Source: an optimization exercise on an open RTL-to-GDS flow (aim: small area). Production flows keep margins and buffers that such runs may drop.
The RTL was checked by simulation tests, not by an equivalence proof against the original design.
No driver is modelled on the clock port, so clocking that relies on it looks cheaper here than on a real chip.
No activity file was given, so power comes from the tool's default toggle rates.

Design ecg_hr, start of the top module:
module ecg_hr (clk, rst, sample_clk, adc_va, adc_vb,
               spi_sck, dac_a, beat, led, hr_bcd);
Size: roughly 780 cells after synthesis, about 65 I/O pins, about 8900 um2 of cells after synthesis.
==> flow/config.mk <==
export PLATFORM = sky130hd
export DESIGN_NAME = ecg_hr
export DESIGN_NICKNAME = ecg_hr
export VERILOG_FILES = /design/flow/design.v
export SDC_FILE = /design/flow/constraint.sdc
export NUM_CORES = 4
export LEC_CHECK = 0
export ABC_AREA = 1
export CAP_MARGIN = 20
export CORE_MARGIN = 2
export CORE_UTILIZATION = 70
export PLACE_DENSITY = 0.8
export SLEW_MARGIN = 20
==> flow/constraint.sdc <==
create_clock -name core_clock -period 10.0 [get_ports {clk}]
set_input_delay 2.0000 -clock core_clock [delete_from_list [all_inputs] [get_ports {clk}]]
set_output_delay 2.0000 -clock core_clock [all_outputs]
set_load 0.01 [all_outputs]
standard.sh (not shown) runs the stock make flow with config.mk's settings and CLKGATE_MAP_FILE= SYNTH_SCRIPT=/design/flow/synth_recipe.tcl, a recipe that flattens the netlist after the stock synthesis.
==> flow/flow/run.sh <==
#!/bin/bash
# Layout flow.
#  1. the standard synthesis (bash standard.sh synth).
#  2. flow/polopt.py: full adders built on complemented signals where that
#     saves inverters; inverter and buffer chains collapsed.
#  3. Yosys/ABC area re-mapping of the plain logic gates only
#     (flow/abc_remap.script): registers, full adders and tie cells
#     are kept as they are (same instances, same names).
#  4. the standard layout from this netlist, with small port buffers
#     (buf_1) and a clock tree of clkbuf_4/clkbuf_8 cells without dummy loads.
# Each tool writes its full output to a log file here.
set -euo pipefail
LIB=$FLOW_HOME/platforms/sky130hd/lib/sky130_fd_sc_hd__tt_025C_1v80.lib
YOSYS=$(command -v yosys || echo "$FLOW_HOME/../tools/install/yosys/bin/yosys")
R=orfs/results/sky130hd/ecg_hr/base

bash standard.sh synth > synth.log 2>&1
cp $R/1_2_yosys.v 1_2_yosys.std.v
python3 flow/polopt.py 1_2_yosys.std.v net_pol.v > polopt.log 2>&1

DONT=$(sed -n '/DONT_USE_CELLS += /,/^#/p' $FLOW_HOME/platforms/sky130hd/config.mk | grep -o 'sky130_fd_sc_hd__[a-z0-9_]*' | sed 's/^/-dont_use /' | tr '\n' ' ')
KEEP="sky130_fd_sc_hd__fa_1 sky130_fd_sc_hd__fa_2 sky130_fd_sc_hd__fa_4 sky130_fd_sc_hd__dfxtp_1 sky130_fd_sc_hd__edfxtp_1 sky130_fd_sc_hd__conb_1"
cat > remap.ys <<EOY
read_liberty -ignore_miss_func $LIB
setattr -mod -set keep_hierarchy 1 $KEEP
read_verilog net_pol.v
hierarchy -top ecg_hr
flatten
opt -purge
abc -liberty $LIB $DONT -dont_use sky130_fd_sc_hd__fa_1 -dont_use sky130_fd_sc_hd__fa_2 -dont_use sky130_fd_sc_hd__fa_4 -dont_use sky130_fd_sc_hd__ha_1 -dont_use sky130_fd_sc_hd__ha_2 -dont_use sky130_fd_sc_hd__ha_4 -script $PWD/flow/abc_remap.script
opt_clean -purge
rename -hide w:_*_.*
splitnets
opt_clean -purge
insbuf -buf sky130_fd_sc_hd__buf_1 A X
select ecg_hr
write_verilog -noattr -nohex -nodec -selected net_remap.v
EOY
$YOSYS -s remap.ys > remap.log 2>&1
cp net_remap.v $R/1_2_yosys.v
rm -f $R/1_synth.odb
bash standard.sh \
  "BUFFER_PORTS_ARGS=-buffer_cell sky130_fd_sc_hd__buf_1" \
  "CTS_ARGS=-sink_clustering_enable -repair_clock_nets -dont_use_dummy_load -buf_list {sky130_fd_sc_hd__clkbuf_4 sky130_fd_sc_hd__clkbuf_8}" \
  "POST_CTS_TCL=$PWD/flow/clkdown.tcl" \
  finish > layout.log 2>&1
==> flow/flow/clkdown.tcl <==
# Run after clock tree synthesis (POST_CTS_TCL): each clock-tree buffer is
# tried one size smaller (clkbuf_8 -> clkbuf_4 -> clkbuf_2) and kept smaller
# while the worst flip-flop clock-pin slew (placement parasitics) stays under
# the target.
proc my_clk_pin_worst_slew {} {
  set w 0
  foreach pin [all_registers -clock_pins -edge_triggered] {
    foreach edge {rise fall} {
      foreach a {min max} {
        set s [get_property $pin slew_${a}_$edge]
        set ps [expr {[sta::time_ui_sta $s] * 1e12}]
        if {$ps > $w} { set w $ps }
      }
    }
  }
  return $w
}
set target 112.0
set smaller [dict create sky130_fd_sc_hd__clkbuf_8 sky130_fd_sc_hd__clkbuf_4 \
                         sky130_fd_sc_hd__clkbuf_4 sky130_fd_sc_hd__clkbuf_2]
estimate_parasitics -placement
puts "clkdown: worst clock-pin slew before [my_clk_pin_worst_slew] ps"
set n 0
foreach pass {1 2} {
  foreach inst [get_cells *] {
    set ref [get_property $inst ref_name]
    if {![dict exists $smaller $ref]} { continue }
    set net [get_nets -of_objects [get_pins -of_objects $inst -filter "direction == output"]]
    if {![string match "clknet*" [get_full_name $net]]} { continue }
    replace_cell $inst [dict get $smaller $ref]
    estimate_parasitics -placement
    if {[my_clk_pin_worst_slew] > $target} {
      replace_cell $inst $ref
      estimate_parasitics -placement
    } else {
      incr n
    }
  }
}
puts "clkdown: $n clock buffer downsizings, worst clock-pin slew [my_clk_pin_worst_slew] ps"
Other scripts of this flow, unchanged in this note and not shown: flow/flow/abc_remap.script, flow/flow/polopt.py
Change:
--- a/flow/flow/run.sh
+++ b/flow/flow/run.sh
@@ -6,3 +6,3 @@
 #  3. Yosys/ABC area re-mapping of the plain logic gates only
-#     (flow/abc_remap.script): registers, full adders and tie cells
+#     (flow/abc_remap.script): registers, full and half adders and tie cells
 #     are kept as they are (same instances, same names).
@@ -21,3 +21,3 @@
 DONT=$(sed -n '/DONT_USE_CELLS += /,/^#/p' $FLOW_HOME/platforms/sky130hd/config.mk | grep -o 'sky130_fd_sc_hd__[a-z0-9_]*' | sed 's/^/-dont_use /' | tr '\n' ' ')
-KEEP="sky130_fd_sc_hd__fa_1 sky130_fd_sc_hd__fa_2 sky130_fd_sc_hd__fa_4 sky130_fd_sc_hd__dfxtp_1 sky130_fd_sc_hd__edfxtp_1 sky130_fd_sc_hd__conb_1"
+KEEP="sky130_fd_sc_hd__fa_1 sky130_fd_sc_hd__fa_2 sky130_fd_sc_hd__fa_4 sky130_fd_sc_hd__ha_1 sky130_fd_sc_hd__ha_2 sky130_fd_sc_hd__ha_4 sky130_fd_sc_hd__dfxtp_1 sky130_fd_sc_hd__edfxtp_1 sky130_fd_sc_hd__conb_1"
 cat > remap.ys <<EOY
==> flow/flow/clkdown.tcl (replaced) <==
# Run after clock tree synthesis (POST_CTS_TCL): each clkbuf_8 of the clock
# tree is tried as a clkbuf_4 and kept as one if the worst flip-flop clock-pin
# slew (placement parasitics) stays under the target.
proc my_clk_pin_worst_slew {} {
  set w 0
  foreach pin [all_registers -clock_pins -edge_triggered] {
    foreach edge {rise fall} {
      foreach a {min max} {
        set s [get_property $pin slew_${a}_$edge]
        set ps [expr {[sta::time_ui_sta $s] * 1e12}]
        if {$ps > $w} { set w $ps }
      }
    }
  }
  return $w
}
set target 115.0
estimate_parasitics -placement
puts "clkdown: worst clock-pin slew before [my_clk_pin_worst_slew] ps"
set n 0
foreach inst [get_cells *] {
  if {[get_property $inst ref_name] ne "sky130_fd_sc_hd__clkbuf_8"} { continue }
  replace_cell $inst sky130_fd_sc_hd__clkbuf_4
  estimate_parasitics -placement
  set w [my_clk_pin_worst_slew]
  if {$w > $target} {
    replace_cell $inst sky130_fd_sc_hd__clkbuf_8
    estimate_parasitics -placement
  } else {
    incr n
  }
}
puts "clkdown: $n clock buffers now clkbuf_4, worst clock-pin slew [my_clk_pin_worst_slew] ps"
--- a/flow/config.mk
+++ b/flow/config.mk
@@ -10,4 +10,4 @@
 export CORE_MARGIN = 2
-export CORE_UTILIZATION = 70
-export PLACE_DENSITY = 0.8
+export CORE_UTILIZATION = 80
+export PLACE_DENSITY = 0.9
 export SLEW_MARGIN = 20
What happened:
- The new run completed without violations
- design area went up by 0.64%
- total power grows by about 2.5%
- core utilization climbs by 12 points
Change:
--- a/flow/config.mk
+++ b/flow/config.mk
@@ -10,4 +10,4 @@
 export CORE_MARGIN = 2
-export CORE_UTILIZATION = 80
-export PLACE_DENSITY = 0.9
+export CORE_UTILIZATION = 70
+export PLACE_DENSITY = 0.8
 export SLEW_MARGIN = 20
Effect: Setup slack gains 0.070 ns; sequential cell count does not change; critical path depth grows by 2.
Change:
--- a/flow/flow/run.sh
+++ b/flow/flow/run.sh
@@ -6,3 +6,3 @@
 #  3. Yosys/ABC area re-mapping of the plain logic gates only
-#     (flow/abc_remap.script): registers, full and half adders and tie cells
+#     (flow/abc_remap.script): registers, full adders and tie cells
 #     are kept as they are (same instances, same names).
@@ -21,3 +21,3 @@
 DONT=$(sed -n '/DONT_USE_CELLS += /,/^#/p' $FLOW_HOME/platforms/sky130hd/config.mk | grep -o 'sky130_fd_sc_hd__[a-z0-9_]*' | sed 's/^/-dont_use /' | tr '\n' ' ')
-KEEP="sky130_fd_sc_hd__fa_1 sky130_fd_sc_hd__fa_2 sky130_fd_sc_hd__fa_4 sky130_fd_sc_hd__ha_1 sky130_fd_sc_hd__ha_2 sky130_fd_sc_hd__ha_4 sky130_fd_sc_hd__dfxtp_1 sky130_fd_sc_hd__edfxtp_1 sky130_fd_sc_hd__conb_1"
+KEEP="sky130_fd_sc_hd__fa_1 sky130_fd_sc_hd__fa_2 sky130_fd_sc_hd__fa_4 sky130_fd_sc_hd__dfxtp_1 sky130_fd_sc_hd__edfxtp_1 sky130_fd_sc_hd__conb_1"
 cat > remap.ys <<EOY
==> flow/flow/clkdown.tcl (replaced) <==
# Run after clock tree synthesis (POST_CTS_TCL): each clock-tree buffer is
# tried one size smaller (clkbuf_8 -> clkbuf_4 -> clkbuf_2) and kept smaller
# while the worst flip-flop clock-pin slew (placement parasitics) stays under
# the target.
proc my_clk_pin_worst_slew {} {
  set w 0
  foreach pin [all_registers -clock_pins -edge_triggered] {
    foreach edge {rise fall} {
      foreach a {min max} {
        set s [get_property $pin slew_${a}_$edge]
        set ps [expr {[sta::time_ui_sta $s] * 1e12}]
        if {$ps > $w} { set w $ps }
      }
    }
  }
  return $w
}
set target 115.0
set smaller [dict create sky130_fd_sc_hd__clkbuf_8 sky130_fd_sc_hd__clkbuf_4 \
                         sky130_fd_sc_hd__clkbuf_4 sky130_fd_sc_hd__clkbuf_2]
estimate_parasitics -placement
puts "clkdown: worst clock-pin slew before [my_clk_pin_worst_slew] ps"
set n 0
foreach pass {1 2} {
  foreach inst [get_cells *] {
    set ref [get_property $inst ref_name]
    if {![dict exists $smaller $ref]} { continue }
    set net [get_nets -of_objects [get_pins -of_objects $inst -filter "direction == output"]]
    if {![string match "clknet*" [get_full_name $net]]} { continue }
    replace_cell $inst [dict get $smaller $ref]
    estimate_parasitics -placement
    if {[my_clk_pin_worst_slew] > $target} {
      replace_cell $inst $ref
      estimate_parasitics -placement
    } else {
      incr n
    }
  }
}
puts "clkdown: $n clock buffer downsizings, worst clock-pin slew [my_clk_pin_worst_slew] ps"
Result:
- via count rises by a few percent
- design area fell slightly
- count of clock-buffer cells in the layout is unchanged
- worst hold slack gains 0.0060 ns
- global-route usage climbs by 0.39 points
- total power increases by a few percent
- first-iteration DRC count went up by about a fifth
- setup slack gets better by 0.027 ns
- critical path depth is lower by 1

afterwards: timing with drivers on the ports:
The flow's constraints put no driver on any port. The routed layouts listed below were extracted and timed again, unchanged, in two steps. Step 1 assumes that a clkbuf_16 drives the clock port and a buf_2 every other input. Step 2 adds t to the input delays and takes it off the output delays; t is the mean of the earliest and latest rising clock arrival at the registers after step 1. Input paths then give back, and output paths get back, about the clock's delay inside the block. Three values: ideal ports, drivers, drivers and shift; two values: the first two.
run | shift t [ns] | setup WS [ns] | slew at the worst register clock pin (ns)
the first run | 0.851 | 0.452 / 0.452 / 0.452 | 0.11 / 0.11
the second run | 0.621 | 0.374 / 0.374 / 0.374 | 0.12 / 0.12
the third run | 0.605 | 0.444 / 0.444 / 0.444 | 0.11 / 0.11
the fourth run | 0.613 | 0.471 / 0.471 / 0.471 | 0.12 / 0.12
After both steps setup and hold are still met in every run listed.
